This design comes from an exercise in tuning for small area on the open sky130 flow, not from production work. RTL that was checked went through simulation tests only; none was proved equivalent to the original. Only the layout flow was run in runs 1 and 2; the RTL was not checked for function there. Power figures rest on the tool's default switching activity, not on a simulated workload.

<file path="design/flow/run.sh">
#!/bin/bash
# synth_recipe.tcl (not shown) runs the flow's synth.tcl, then flattens the netlist and writes it again
# the make line also repeats each setting of config.mk as NAME=value (left out here)
make -C /OpenROAD-flow-scripts/flow DESIGN_CONFIG=/design/flow/config.mk WORK_HOME=/design/flow/orfs CLKGATE_MAP_FILE= SYNTH_SCRIPT=/design/flow/synth_recipe.tcl finish
</file>
<file path="design/flow/config.mk">
export PLATFORM = sky130hd
export DESIGN_NAME = simon
export DESIGN_NICKNAME = simon
export VERILOG_FILES = /design/flow/design.v
export SDC_FILE = /design/flow/constraint.sdc
export NUM_CORES = 4
export LEC_CHECK = 0
export CAP_MARGIN = 20
export CORE_MARGIN = 2
export CORE_UTILIZATION = 40
export PLACE_DENSITY = 0.6
export SLEW_MARGIN = 20
</file>
<file path="design/flow/constraint.sdc">
create_clock -name core_clock -period 10.0 [get_ports {clk}]
set_input_delay 2.0000 -clock core_clock [delete_from_list [all_inputs] [get_ports {clk}]]
set_output_delay 2.0000 -clock core_clock [all_outputs]
set_load 0.01 [all_outputs]
</file>
<file path="design/flow/design.v">
module simon(
    input wire clk,
    input wire rst,
    input wire [3:0] btn,
    input wire start,
    input wire difficulty,  
    output reg [3:0] led,
    output reg [11:0] rgb,
    output reg hsync,
    output reg vsync,
    output reg [6:0] score,    
    output reg [3:0] an        
);
    localparam IDLE  = 3'b000;
    localparam SHOW  = 3'b001;
    localparam INPUT = 3'b011;
    localparam WIN   = 3'b100;
    localparam LOSE  = 3'b101;
    localparam L_OFF  = 2'd0;   
    localparam L_SEQ  = 2'd1;   
    localparam L_BTN  = 2'd2;   
    localparam L_ALL  = 2'd3;   
    reg [16:0] tb;
    reg [4:0]  h_hi;
    reg [9:0]  v_count;
    wire tb_wrap7 = &tb[6:0];
    always @(posedge clk or posedge rst) begin
        if (rst) begin
            tb <= 17'd3;
            h_hi <= 0;
            v_count <= 0;
        end else begin
            tb <= tb + 1'b1;
            if (tb_wrap7) begin
                if (h_hi == 5'd24) begin
                    h_hi <= 0;
                    if (v_count == 10'd524)
                        v_count <= 0;
                    else
                        v_count <= v_count + 1'b1;
                end else
                    h_hi <= h_hi + 1'b1;
            end
        end
    end
    wire h_vis = (h_hi < 5'd20);
    wire v_vis = (v_count < 10'd480);
    always @* begin
        hsync = ~((h_hi == 5'd20 && tb[6]) || h_hi == 5'd21 || h_hi == 5'd22 ||
                  (h_hi == 5'd23 && !tb[6]));
        vsync = ~(v_count[9:1] == 9'd245);
    end
    wire tb_low = (tb[14:2] == 13'd0) && (tb[1:0] != 2'b11);
    wire ds0 = ~tb[16] & (tb[15] ~^ tb_low);
    reg [15:0] lfsr_q;
    wire [15:0] lfsr = lfsr_q ^ 16'hAAAA;
    wire [15:0] lfsr_n = {lfsr[14:0], lfsr[15] ^ lfsr[14] ^ lfsr[12] ^ lfsr[3]};
    always @(posedge clk) begin
        if (rst)
            lfsr_q <= 16'hFFFF ^ 16'hAAAA;
        else
            lfsr_q <= lfsr_n ^ 16'hAAAA;
    end
    reg [2:0]  state;
    reg [2:0]  digit;       
    reg [1:0]  lsrc;
    reg [2:0]  pos;
    reg [12:0] cnt;         
    reg [3:0]  btn_prev;
    reg [3:0]  btn_valid;
    reg [1:0]  seq0, seq1, seq2, seq3, seq4;
    reg [1:0] cur;
    always @* begin
        case (pos)
            3'd0: cur = seq0;
            3'd1: cur = seq1;
            3'd2: cur = seq2;
            3'd3: cur = seq3;
            default: cur = seq4;
        endcase
    end
    wire [3:0] cur_oh = 4'b0001 << cur;
    wire last  = (pos == digit);
    wire final_round = difficulty ? (digit == 3'd4) : (digit == 3'd3);
    wire off_f = cnt[11] | (&cnt[10:6] & (cnt[5] | cnt[4]));
    wire off_s = cnt[12] & (cnt[11] | cnt[10] | (&cnt[9:7] & (|cnt[6:3])));
    wire led_on = ~(difficulty ? off_s : off_f);
    wire step   = difficulty ? (cnt[12] & cnt[10] & cnt[9] & cnt[8] & cnt[6] & cnt[5] & cnt[4])
                             : (cnt[11] & cnt[8] & cnt[7] & cnt[6] & cnt[2]);
    wire hit    = (btn_valid == cur_oh);
    wire [1:0] newval = {lfsr[1] & lfsr[0], ~lfsr[1] & lfsr[0]};
    wire s_idle  = (state == IDLE);
    wire s_show  = (state == SHOW);
    wire s_input = (state == INPUT);
    wire s_win   = (state == WIN);
    wire s_lose  = (state == LOSE);
    always @(posedge clk or posedge rst) begin
        if (rst) begin
            state <= IDLE;
            digit <= 0;
            lsrc <= L_OFF;
        end else begin
            lsrc <= L_OFF;
            case (state)
                IDLE: begin
                    if (start) begin
                        state <= SHOW;
                        digit <= 0;
                    end
                end
                SHOW: begin
                    if (!step) begin
                        if (led_on) lsrc <= L_SEQ;
                    end else if (last)
                        state <= INPUT;
                end
                INPUT: begin
                    lsrc <= L_BTN;
                    if (|btn_valid) begin
                        if (hit) begin
                            if (last) begin
                                digit <= digit + 1'b1;
                                state <= final_round ? WIN : SHOW;
                            end
                        end else
                            state <= LOSE;
                    end
                end
                WIN: begin
                    lsrc <= L_ALL;
                    if (start) state <= IDLE;
                end
                LOSE: begin
                    if (start) state <= IDLE;
                end
                default: state <= IDLE;
            endcase
        end
    end
    wire advance = (s_show & step) | (s_input & (|btn_valid) & hit);
    always @(posedge clk) begin
        btn_prev <= btn;
        btn_valid <= btn & ~btn_prev;
        if ((s_show & ~step) | s_lose)
            cnt <= cnt + 1'b1;
        else
            cnt <= 0;
        if (s_idle)
            pos <= 0;
        else if (advance)
            pos <= last ? 3'd0 : pos + 1'b1;
        if (s_idle & start)
            seq0 <= lfsr[1:0];
        if (s_input & (|btn_valid) & hit & last) begin
            case (digit)
                3'd0: seq1 <= newval;
                3'd1: seq2 <= newval;
                3'd2: seq3 <= newval;
                default: seq4 <= newval;
            endcase
        end
    end
    always @* begin
        case (lsrc)
            L_OFF: led = 4'b0000;
            L_SEQ: led = cur_oh;
            L_BTN: led = btn_prev;
            default: led = 4'b1111;
        endcase
    end
    always @* begin
        an = {3'b111, ~ds0};
        if (ds0) begin
            case (digit)
                3'd0: score = 7'b1000000;
                3'd1: score = 7'b1111001;
                3'd2: score = 7'b0100100;
                3'd3: score = 7'b0110000;
                3'd4: score = 7'b0011001;
                3'd5: score = 7'b0010010;
                3'd6: score = 7'b0000010;
                default: score = 7'b1111000;
            endcase
        end else
            score = 7'b1111111;
    end
    always @* begin
        if (h_vis && v_vis) begin
            case (state)
                SHOW, INPUT: begin
                    case (led)
                        4'b0001: rgb = 12'h00F;
                        4'b0010: rgb = 12'hFF0;
                        4'b0100: rgb = 12'hF0F;
                        4'b1000: rgb = 12'h0F0;
                        default: rgb = 12'h444;
                    endcase
                end
                WIN: rgb = 12'hF00;
                LOSE: rgb = cnt[10] ? 12'h00F : 12'h333;
                default: rgb = 12'h333;
            endcase
        end else
            rgb = 12'h000;
    end
endmodule
</file>
==> results.cfg, run 1 <==
[global_routing]
antenna_found_initial = 0
first_global_vias = 3323
grt_pass1_wl_mm = 15.69
grt_max_degree = 44
groute.usage.overall_pct = 15.69
grt.overflow.total = 0

[placed_design]
placedCellCount = 656
place_congestion = 0.8675
port_buffers = 33
dp.final_hpwl_mm = 6.640

[floorplanning]
fp.dieArea_um2 = 12360
fp.coreArea_um2 = 11320
die_y_um = 111.2
start_util_pct = 40.57
fp.dieW_um = 111.2
pin_count = 37
rows = 39

[yosys]
async_flop_share_pct = 44.44
seq_area_frac_synth_pct = 45.82
synth-seq-cells = 90
synth.avg_cell_area_um2 = 9.279
syn_inst = 495
yosysUniqueCellTypes = 61
synthTopCellsByArea = dfrtp_1, dfxtp_1, edfxtp_1
synth-main-ff-cell = dfxtp_1
netlist_area_um2 = 4593
yosysWarnings = 1
yosysTopAreaCell = dfrtp_1
synth_edf_count = 10
synth_top_area_share_pct = 20.70

[clock_tree]
clkLatencyLatePin_ns = 0.35
cts_max_level = 3
cts.path.max_buffers = 2
cts_root_buffer = clkbuf_16
cts-buffers-inserted = 9
clkSinkCount = 90
clkTransAtPathRegs_ns = 0.06
cts_resized = 0
post_cts_buffers = 0
cts_tree = built
hold_buffers = 0

[routing]
via_count = 3478
routed_wl_mm = 9.177
drc_errors = 0
ant_nets = 0
vias_per_cell = 5.176
dr.pass1.iters = 4
avgRoutedWirePerCell_um = 13.66
drt_iter0_markers = 122

[final_layout]
syn_to_final_growth_pct = 16.07
postLayoutCoreUtil_pct = 47.09
layout_commonest_cell = nand2_1
layout_common_cells = nand2_1, nor2_1, dfxtp_1
drive_gt1_share_pct = 5.104
finalNetCount = 550
stdcell_count = 672
num_antenna_cells = 0

[hold_path]
min_from = lfsr_q[7]$_SDFF_PP0_
hold_depth = 1
hp-class = reg -> reg
holdPathEnd = lfsr_q[8]$_SDFF_PP1_

[critical_path]
worstSetupPathType = reg -> out
crit_start = pos[0]$_SDFFE_PN0P_
arrival_ns = 3.19
crit_fanout = 8
reg2reg_to = seq4[0]$_DFFE_PP_
r2r_slack_ns = 7.19
cp.required_ns = 8.00
setup.worst_path.start_class = flip-flop
crit_path_end_kind = primary output
r2r_cells = 8
r2r-start = pos[0]$_SDFFE_PN0P_

[power_and_ir_drop]
p_leak_nw = 2.217
ir_drop_mv = 0.09658
power.density_nw_per_um2 = 180.0
switching_share_pct = 27.53
p_sw_w = 0.0002642
comb_power_share_pct = 20.3
clockPowerShare_pct = 36.2
p_seq_share_pct = 43.5
internal-power_w = 0.0006953

[flow_run]
max-cap-violations = 0

[timing]
slew_headroom_pct = 47.73
tightestPinTransition_ns = 0.7769
slew_violations = 0
finalSetupTns_ns = 0
max_freq_mhz = 192.7
finalSetupViolCount = 0
rsz0062_at_grt = false
final_hold_viol_count = 0
period_share_pct = 51.88
fin_skew_ns = 0.009404
period_needed_ns = 5.188
whs_ns = 0.3622

[status]
status = complete, no violations
==> registers in the layout, summed over array words and instances (netlist names), 3 cells and up <==
signal	flops
tb	17
digit	3
btn_prev	4
h_hi	5
pos	3
cnt	13
btn_valid	4
state	3
v_count	10
lfsr_q	16
==> how the worst max path moves through the flow <==
stage / endpoint / slack (ns)
after floorplan: rgb[9] / 5.65
after global placement: rgb[8] / 5.26
after detailed placement: rgb[9] / 5.17
after CTS: rgb[9] / 4.78
after global routing: rgb[9] / 4.55
final: rgb[9] / 4.81
==> metal layers <==
| layer | global-route usage, % | routed length [µm] |
|---|---|---|
| met3 | 3.663 | 245 |
| met2 | 25.12 | 4336 |
| met5 | 0 | 0 |
| met4 | 7.243 | 192 |
| met1 | 20.13 | 4403 |
==> critical path, cell delays in order, from the launching register on <==
cell and delay, ns:
dfxtp_1 0.42, inv_1 0.11, ha_1 0.24, or3_1 0.41, a211o_1 0.34, o21ai_2 0.18, xnor2_1 0.17, nand3b_1 0.14
a31oi_1 0.24, clkdlybuf4s50_1 0.58
==> kinds of logic (layout without fill, tap and decap cells) <==
family / Yosys count / count (layout) / share of synthesized area, %
compound gates: 74 / 74 / 11.44
xor+xnor: 42 / 42 / 8.009
fa+ha+maj: 18 / 18 / 4.903
buf+inv: 41 / 73 / 3.895
flops: 90 / 90 / 45.82
mux: 12 / 12 / 2.806
other cells: 1 / 3 / 0.08164
simple gates: 217 / 217 / 23.05
==> synth_stat cells (all sizes together), types with 2 or more instances <==
cell,instances
nand2,62
nor2,51
dfxtp,40
dfrtp,38
o21ai,30
nand3,26
xnor2,26
inv,22
ha,18
xor2,16
a21oi,11
and3,11
clkbuf,10
edfxtp,10
nor3,10
buf,8
mux2i,8
nand2b,8
nand4,8
nor2b,8
nor4,7
and2,5
nand3b,5
a2111oi,4
a31oi,4
mux2,4
or3,4
and4,3
a22oi,2
dfstp,2
nor4b,2
o211a,2
o211ai,2
o21bai,2
o31ai,2
o32ai,2
or2,2
or4,2
==> through the flow <==
stage	total power (W)	cell area, µm²	setup slack, ns
finish	0.0009594	5331	4.812
global route	0.001009	5331	4.555
CTS	0.0009715	5331	4.783
detailed placement	0.0006186	5025	5.167
global placement	0.0006165	5025	5.256
floorplan	0.0005435	4601	5.654
==> power by group through the flow <==
stage | Sequential, W | Clock [W] | Combinational [W]
after global placement | 0.000423 | 0 | 0.000194
after global routing | 0.000421 | 0.000373 | 0.000215
after CTS | 0.000417 | 0.000357 | 0.000197
after floorplan | 0.000413 | 0 | 0.000131
final | 0.000417 | 0.000348 | 0.000195
after detailed placement | 0.000423 | 0 | 0.000195
==> layout make-up <==
cell class,instances,area (µm²)
fillers,1075,5989
multi-input cells,366,2317
flip-flops and latches,90,2105
repair buffers,34,337.8
clock buffers,13,260.3
well taps,143,178.9
inverters,23,86.33
clock inverters,3,46.29
==> run 2, diff against run 1 <==
--- a/design/flow/config.mk
+++ b/design/flow/config.mk
@@ -8,5 +8,6 @@
 export CAP_MARGIN = 20
 export CORE_MARGIN = 2
 export CORE_UTILIZATION = 40
+export CTS_BUF_LIST = sky130_fd_sc_hd__clkbuf_8
 export PLACE_DENSITY = 0.6
 export SLEW_MARGIN = 20
==> run 2 against run 1 <==
  * Via count down 0.35%
  * Critical path depth unchanged
  * Setup slack got worse by 0.051 ns
  * Largest power group unchanged
  * Sequential share of layout area up 0.76 points
  * Clock-buffer cell count down 2
  * Still clean
  * Register-to-register slack is essentially flat
  * Non-clock buffer count unchanged
  * Global-route usage shrank 0.12 points
==> results.cfg, run 2 <==
[yosys]
synth-seq-cells = 90
netlist_area_um2 = 4593
yosysUniqueCellTypes = 61
synthTopCellsByArea = dfrtp_1, dfxtp_1, edfxtp_1
synth.most_common_cell = nand2_1
yosysWarnings = 1
synth_common_cells = nand2_1, nor2_1, dfxtp_1
synth_edf_count = 10
synth_top_area_share_pct = 20.70
yosysTopAreaCell = dfrtp_1
syn_inst = 495
synth-main-ff-cell = dfxtp_1
seq_area_frac_synth_pct = 45.82
synth.avg_cell_area_um2 = 9.279
async_flop_share_pct = 44.44

[routing]
routed_wl_mm = 9.126
avgRoutedWirePerCell_um = 13.58
vias_per_cell = 5.158
ant_nets = 0
via_count = 3466
dr.pass1.iters = 4
drc_errors = 0
drt_iter0_markers = 114

[critical_path]
r2r-start = pos[0]$_SDFFE_PN0P_
r2r_cells = 8
crit_start = pos[0]$_SDFFE_PN0P_
r2r_slack_ns = 7.18
path_depth = 9
crit_path_end_kind = primary output
setup.worst_path.start_class = flip-flop
arrival_ns = 3.24
crit_chain = inv_1 -> ha_1 -> or3_1 -> a211o_1 -> o21ai_2 -> xnor2_1 -> nand3b_1 -> a31oi_1 -> clkdlybuf4s50_1
cp.required_ns = 8.00
reg2reg_to = seq4[0]$_DFFE_PP_
critPathSlowestCell = clkdlybuf4s50_1
worst-path-buf-inv = 2
crit_fanout = 8
crit_end = rgb[9]
cpPeakStageDelay_ns = 0.58
cp_top_family = compound AO/OA/AOI/OAI gates
worstSetupPathType = reg -> out

[placed_design]
pre_cts_ws_ns = 5.167
port_buffers = 33
dpl_cell_area_um2 = 5025
place_congestion = 0.8675
dp.final_hpwl_mm = 6.640

[timing]
period_share_pct = 52.40
final_hold_viol_count = 0
max_freq_mhz = 190.9
finalSetupViolCount = 0
rsz0062_at_grt = false
setup_slack_ns = 4.760
slew_violations = 0
period_needed_ns = 5.240
tightestPinTransition_ns = 0.7676
slew_headroom_pct = 48.36
fin_skew_ns = 0.009820
finalSetupTns_ns = 0

[final_layout]
top_register = tb
layout_commonest_cell = nand2_1
drive_gt1_share_pct = 5.104
top_regs = tb (17), lfsr_q (16), cnt (13)
finalNetCount = 550
fin_area_um2 = 5230
syn_to_final_growth_pct = 13.87
num_antenna_cells = 0
largest_reg_flops = 17
layout_common_cells = nand2_1, nor2_1, dfxtp_1

[clock_tree]
cts_max_level = 3
clkLatencyLatePin_ns = 0.38
cts-buffers-inserted = 9
clkTransAtPathRegs_ns = 0.09
cts_resized = 0
cts_root_buffer = clkbuf_8
cts.path.max_buffers = 2
cts_tree = built
post_cts_buffers = 0
hold_buffers = 0
clkSinkCount = 90

[floorplanning]
fp.dieW_um = 111.2
start_util_pct = 40.57
pin_count = 37
fp.coreArea_um2 = 11320
fp.dieArea_um2 = 12360
rows = 39
die_y_um = 111.2

[global_routing]
groute.usage.overall_pct = 15.57
grt_max_degree = 44
first_global_vias = 3310
antenna_found_initial = 0
grt_pass1_wl_mm = 15.56
grt.overflow.total = 0

[power_and_ir_drop]
power.density_nw_per_um2 = 166.3
p_leak_nw = 2.179
ir_drop_mv = 0.07754

[flow_run]
max-cap-violations = 0

[status]
status = complete, no violations

[hold_path]
hp-class = reg -> reg
## run 2: cell counts after synthesis
Identical to the previous run, type by type.
## run 2: logic make-up (layout without fill, tap and decap cells)
logic type / count (synthesis) / count (layout) / synth area share (%)
muxes: 12 / 12 / 2.806
other: 1 / 3 / 0.08164
xor gates and xnor gates: 42 / 42 / 8.009
buffers and inverters: 41 / 73 / 3.895
DFF: 90 / 90 / 45.82
AOI/OAI and AO/OA: 74 / 74 / 11.44
and+or+nand+nor: 217 / 217 / 23.05
adders and majority gates: 18 / 18 / 4.903
## run 2: worst min path at each step
stage,startpoint,to,cells past startpoint
after detailed placement,lfsr_q[9]$_SDFF_PP0_,lfsr_q[10]$_SDFF_PP1_,1
after CTS,lfsr_q[9]$_SDFF_PP0_,lfsr_q[10]$_SDFF_PP1_,1
after global placement,lfsr_q[7]$_SDFF_PP0_,lfsr_q[8]$_SDFF_PP1_,1
after global routing,lfsr_q[7]$_SDFF_PP0_,lfsr_q[8]$_SDFF_PP1_,1
after floorplan,lfsr_q[9]$_SDFF_PP0_,lfsr_q[10]$_SDFF_PP1_,1
final,lfsr_q[9]$_SDFF_PP0_,lfsr_q[10]$_SDFF_PP1_,1
## run 2: final cells by class
cell class              instances  area, µm²
inverters                      23      86.33
well taps                     143      178.9
fillers                      1085       6091
repair buffers                 34      337.8
flip-flops and latches         90       2105
clock buffers                  11      151.4
multi-input cells             366       2317
clock inverters                 5      53.80
## run 2: report_power, final
| group | internal [W] | switching, W |
|---|---|---|
| logic | 0.0000986 | 0.0000959 |
| clock network | 0.000128 | 0.000131 |
| registers | 0.000388 | 0.0000280 |
| total | 0.000615 | 0.000255 |
## run 2: layer usage
metal	vias up	share of wire (%)	global-route usage, %
li1	1771	-	-
met1	1640	47	19.85
met2	44	48	25.04
met3	11	2.9	3.171
met4	0	2.2	7.984
met5	-	0	0
## run 2: stage by stage
| stage | instances | power [W] | hold WS (ns) | utilization [%] |
|---|---|---|---|---|
| floorplan | 497 | 0.0005435 | 0.3434 | - |
| global placement | 656 | 0.0006165 | 0.3447 | 44.39 |
| detailed placement | 656 | 0.0006186 | 0.3477 | 44.39 |
| CTS | 672 | 0.0008803 | 0.3688 | 46.20 |
| global route | 672 | 0.0009162 | 0.3857 | 46.20 |
| finish | 672 | 0.0008696 | 0.3653 | 46.20 |
==> run 3, diff against run 2 <==
--- a/design/flow/design.v
+++ b/design/flow/design.v
@@ -52,14 +52,12 @@
     end
     wire tb_low = (tb[14:2] == 13'd0) && (tb[1:0] != 2'b11);
     wire ds0 = ~tb[16] & (tb[15] ~^ tb_low);
-    reg [15:0] lfsr_q;
-    wire [15:0] lfsr = lfsr_q ^ 16'hAAAA;
-    wire [15:0] lfsr_n = {lfsr[14:0], lfsr[15] ^ lfsr[14] ^ lfsr[12] ^ lfsr[3]};
+    reg [15:0] lfsr;
     always @(posedge clk) begin
         if (rst)
-            lfsr_q <= 16'hFFFF ^ 16'hAAAA;
+            lfsr <= 16'hFFFF;
         else
-            lfsr_q <= lfsr_n ^ 16'hAAAA;
+            lfsr <= {lfsr[14:0], lfsr[15] ^ lfsr[14] ^ lfsr[12] ^ lfsr[3]};
     end
     reg [2:0]  state;
     reg [2:0]  digit;       
@@ -82,11 +80,8 @@
     wire [3:0] cur_oh = 4'b0001 << cur;
     wire last  = (pos == digit);
     wire final_round = difficulty ? (digit == 3'd4) : (digit == 3'd3);
-    wire off_f = cnt[11] | (&cnt[10:6] & (cnt[5] | cnt[4]));
-    wire off_s = cnt[12] & (cnt[11] | cnt[10] | (&cnt[9:7] & (|cnt[6:3])));
-    wire led_on = ~(difficulty ? off_s : off_f);
-    wire step   = difficulty ? (cnt[12] & cnt[10] & cnt[9] & cnt[8] & cnt[6] & cnt[5] & cnt[4])
-                             : (cnt[11] & cnt[8] & cnt[7] & cnt[6] & cnt[2]);
+    wire led_on = difficulty ? (cnt < 13'd5000) : (cnt < 13'd2000);
+    wire step   = difficulty ? (cnt == 13'd6000) : (cnt == 13'd2500);
     wire hit    = (btn_valid == cur_oh);
     wire [1:0] newval = {lfsr[1] & lfsr[0], ~lfsr[1] & lfsr[0]};
     wire s_idle  = (state == IDLE);
--- a/design/flow/config.mk
+++ b/design/flow/config.mk
@@ -8,6 +8,5 @@
 export CAP_MARGIN = 20
 export CORE_MARGIN = 2
 export CORE_UTILIZATION = 40
-export CTS_BUF_LIST = sky130_fd_sc_hd__clkbuf_8
 export PLACE_DENSITY = 0.6
 export SLEW_MARGIN = 20
==> run 3 against run 2 <==
  * Critical path depth increased by 1
  * Core utilization increased by 0.81 points
  * Sequential power increased by 1%
  * Clock-buffer cell count decreased by 2
  * Highest routed layer unchanged
  * First-iteration DRC count increased by 98%
  * Combinational power increased by 6%
  * Sequential cell count unchanged
  * Still clean
==> results.cfg, run 3 <==
[status]
status = complete, no violations

[floorplanning]
pin_count = 37
fp.coreArea_um2 = 11320
die_y_um = 111.2
fp.dieArea_um2 = 12370
rows = 39
start_util_pct = 40.61
fp.dieW_um = 111.2

[yosys]
synth-seq-cells = 90
yosysWarnings = 1
synth_common_cells = nand2_1, nor2_1, dfxtp_1
async_flop_share_pct = 44.44
seq_area_frac_synth_pct = 45.78
synth.most_common_cell = nand2_1
syn_inst = 498
synth_top_area_share_pct = 20.69
synth.avg_cell_area_um2 = 9.231
yosysTopAreaCell = dfrtp_1
synthTopCellsByArea = dfrtp_1, dfxtp_1, edfxtp_1
synth-main-ff-cell = dfxtp_1
netlist_area_um2 = 4597
synth_edf_count = 10
yosysUniqueCellTypes = 56

[critical_path]
worstSetupPathType = reg -> out
critPathSlowestCell = clkdlybuf4s50_1
crit_fanout = 8
arrival_ns = 3.40
cp_common_cell = o21ai_0
cp.required_ns = 8.00
crit_chain = inv_1 -> ha_1 -> a222oi_1 -> o21ai_0 -> mux2i_1 -> xnor2_1 -> o22ai_1 -> o21ai_0 -> a21oi_1 -> clkdlybuf4s50_1
cpPeakStageDelay_ns = 0.57
setup.worst_path.start_class = flip-flop
crit_path_end_kind = primary output
cp_top_family = compound AO/OA/AOI/OAI gates
worst-path-buf-inv = 2

[routing]
drt_iter0_markers = 226
vias_per_cell = 5.286
dr.pass1.iters = 5
drc_errors = 0
ant_nets = 0
avgRoutedWirePerCell_um = 13.85
routed_wl_mm = 9.291
via_count = 3547

[final_layout]
layout_commonest_cell = nand2_1
layout_common_cells = nand2_1, nor2_1, dfxtp_1
num_antenna_cells = 0
largest_reg_flops = 17
postLayoutCoreUtil_pct = 47.00
syn_to_final_growth_pct = 15.76
drive_gt1_share_pct = 8.712
top_regs = tb (17), lfsr (16), cnt (13)
final.fill_count = 1068
top_register = tb
finalNetCount = 550

[global_routing]
grt_pass1_wl_mm = 15.99
first_global_vias = 3379
grt.overflow.total = 0
antenna_found_initial = 0
grt_max_degree = 41
groute.usage.overall_pct = 15.64

[clock_tree]
cts-buffers-inserted = 9
post_cts_buffers = 0
cts_max_level = 3
cts_tree = built
cts_root_buffer = clkbuf_16
cts_resized = 0
clkSinkCount = 90
cts.path.max_buffers = 2
clkLatencyLatePin_ns = 0.34
hold_buffers = 0
clkTransAtPathRegs_ns = 0.07

[timing]
whs_ns = 0.4048
final_hold_viol_count = 0
fin_skew_ns = 0.007174
period_share_pct = 54.04
finalSetupTns_ns = 0
period_needed_ns = 5.404
max_freq_mhz = 185.1
slew_violations = 0
rsz0062_at_grt = false
finalSetupViolCount = 0
slew_headroom_pct = 42.54
tightestPinTransition_ns = 0.8540

[power_and_ir_drop]
p_leak_nw = 2.180
power.density_nw_per_um2 = 183.5
internal-power_w = 0.0006933
p_sw_w = 0.0002833
comb_power_share_pct = 21.1
p_seq_share_pct = 43.0
ir_drop_mv = 0.1147
total_power_w = 0.0009766
switching_share_pct = 29.01
clockPowerShare_pct = 35.9

[flow_run]
max-cap-violations = 0

[placed_design]
dp.final_hpwl_mm = 6.901
place_congestion = 0.8087
port_buffers = 33

[hold_path]
hp-class = reg -> reg
==> run 3: cell count changes in the layout (fill, tap and decap cells not counted), moves of 6 or more <==
cell / before / now
nor2b_1: 8 / 15
and3_1: 11 / 2
clkbuf_8: 11 / 0
clkbuf_16: 0 / 9
or2_2: 2 / 20
nand3_1: 26 / 20
nand2_1: 62 / 50
==> run 3: path summary, 6_finish.rpt <==
| kind | slack, ns | endpoint | startpoint | cells after the start |
|---|---|---|---|---|
| worst max-delay path | 4.60 | rgb[8] | pos[0]$_SDFFE_PN0P_ | 10 |
| worst min-delay path | 0.40 | lfsr[8]$_SDFF_PP1_ | lfsr[7]$_SDFF_PP1_ | 1 |
| worst max register to register | 6.54 | seq2[0]$_DFFE_PP_ | pos[0]$_SDFFE_PN0P_ | 9 |
| worst min register to register | 0.40 | lfsr[8]$_SDFF_PP1_ | lfsr[7]$_SDFF_PP1_ | 1 |
| max in group asynchronous | 7.23 | tb[1]$_DFF_PP1_ | rst | 3 |
| min in group asynchronous | 2.40 | tb[13]$_DFF_PP0_ | rst | 3 |
==> run 3: per-layer routing <==
layer  global-route usage, %  routed length, µm  vias up
met5                       0                  0        -
met4                   4.856                102        0
met3                   3.499                217        8
met2                   27.60               4812       58
met1                   18.98               4159     1704
li1                        -                  -     1777
==> run 3: power by group through the flow <==
stage / combinational (W) / sequential (W) / clock, W
after CTS: 0.000208 / 0.000419 / 0.000359
after global placement: 0.000203 / 0.000426 / 0
after floorplan: 0.000139 / 0.000413 / 0
final: 0.000206 / 0.000420 / 0.000351
after detailed placement: 0.000207 / 0.000426 / 0
after global routing: 0.000227 / 0.000423 / 0.000376
==> run 3: logic make-up (layout without fill, tap and decap cells) <==
family          Yosys count  after routing  synth area share [%]
compound gates           79             79                 10.78
xor+xnor                 42             42                 8.002
fa+ha+maj                19             19                 5.172
buf+inv                  45             73                 4.219
flops                    90             90                 45.78
mux                      10             10                 2.586
other cells               1              3               0.08158
simple gates            212            212                 23.38
==> run 3: through the flow <==
step,setup WS [ns],cells,cell area [µm²]
6_report,4.596,671,5321
2_1_floorplan,5.613,500,4604
5_1_grt,4.215,671,5321
3_3_place_gp,5.029,655,5014
3_5_place_dp,4.946,655,5014
4_1_cts,4.569,671,5321
==> run 3: worst register-to-register path, stage by stage (launching register included) <==
cell and delay [ns]:
dfxtp_1 0.45, inv_1 0.10, ha_1 0.23, a222oi_1 0.32
o21ai_0 0.12, mux2i_1 0.52, nand2_1 0.15, o32a_1 0.27
or4_1 0.73, nor2_1 0.26
==> run 3: cell type report <==
type | count | area, µm² | share of cell area, %
clock inverters | 7 | 82.58 | 1.552
repair buffers | 34 | 337.8 | 6.348
clock buffers | 9 | 225.2 | 4.232
well taps | 143 | 178.9 | 3.362
inverters | 23 | 86.33 | 1.622
flip-flops and latches | 90 | 2105 | 39.55
multi-input cells | 365 | 2306 | 43.33

static timing again, ports no longer ideal:
No port has a modelled driver above. Below, the same layouts with a new extraction and two added sets of constraints.
Step 1: set_driving_cell puts a clkbuf_16 on clk and a buf_2 on each other input, an assumption about the parent block.
Step 2, shift: input delay + t, output delay - t, t = (earliest + latest rising clock arrival at the registers) / 2. This alone moves slack from input paths to output paths.
a / b / c = no drivers / after step 1 / after step 2; a / b = the first two.
run | t (ns) | setup WS [ns] | clock arrival spread, ns | cell pins on the clock port's net
run 1 | 0.384 | 4.812 / 4.772 / 5.156 | 0.010 / 0.009 | 1
run 2 | 0.408 | 4.760 / 4.725 / 5.134 | 0.011 / 0.011 | 1
run 3 | 0.375 | 4.596 / 4.560 / 4.935 | 0.008 / 0.008 | 1
After both steps setup and hold are still met in every run listed.
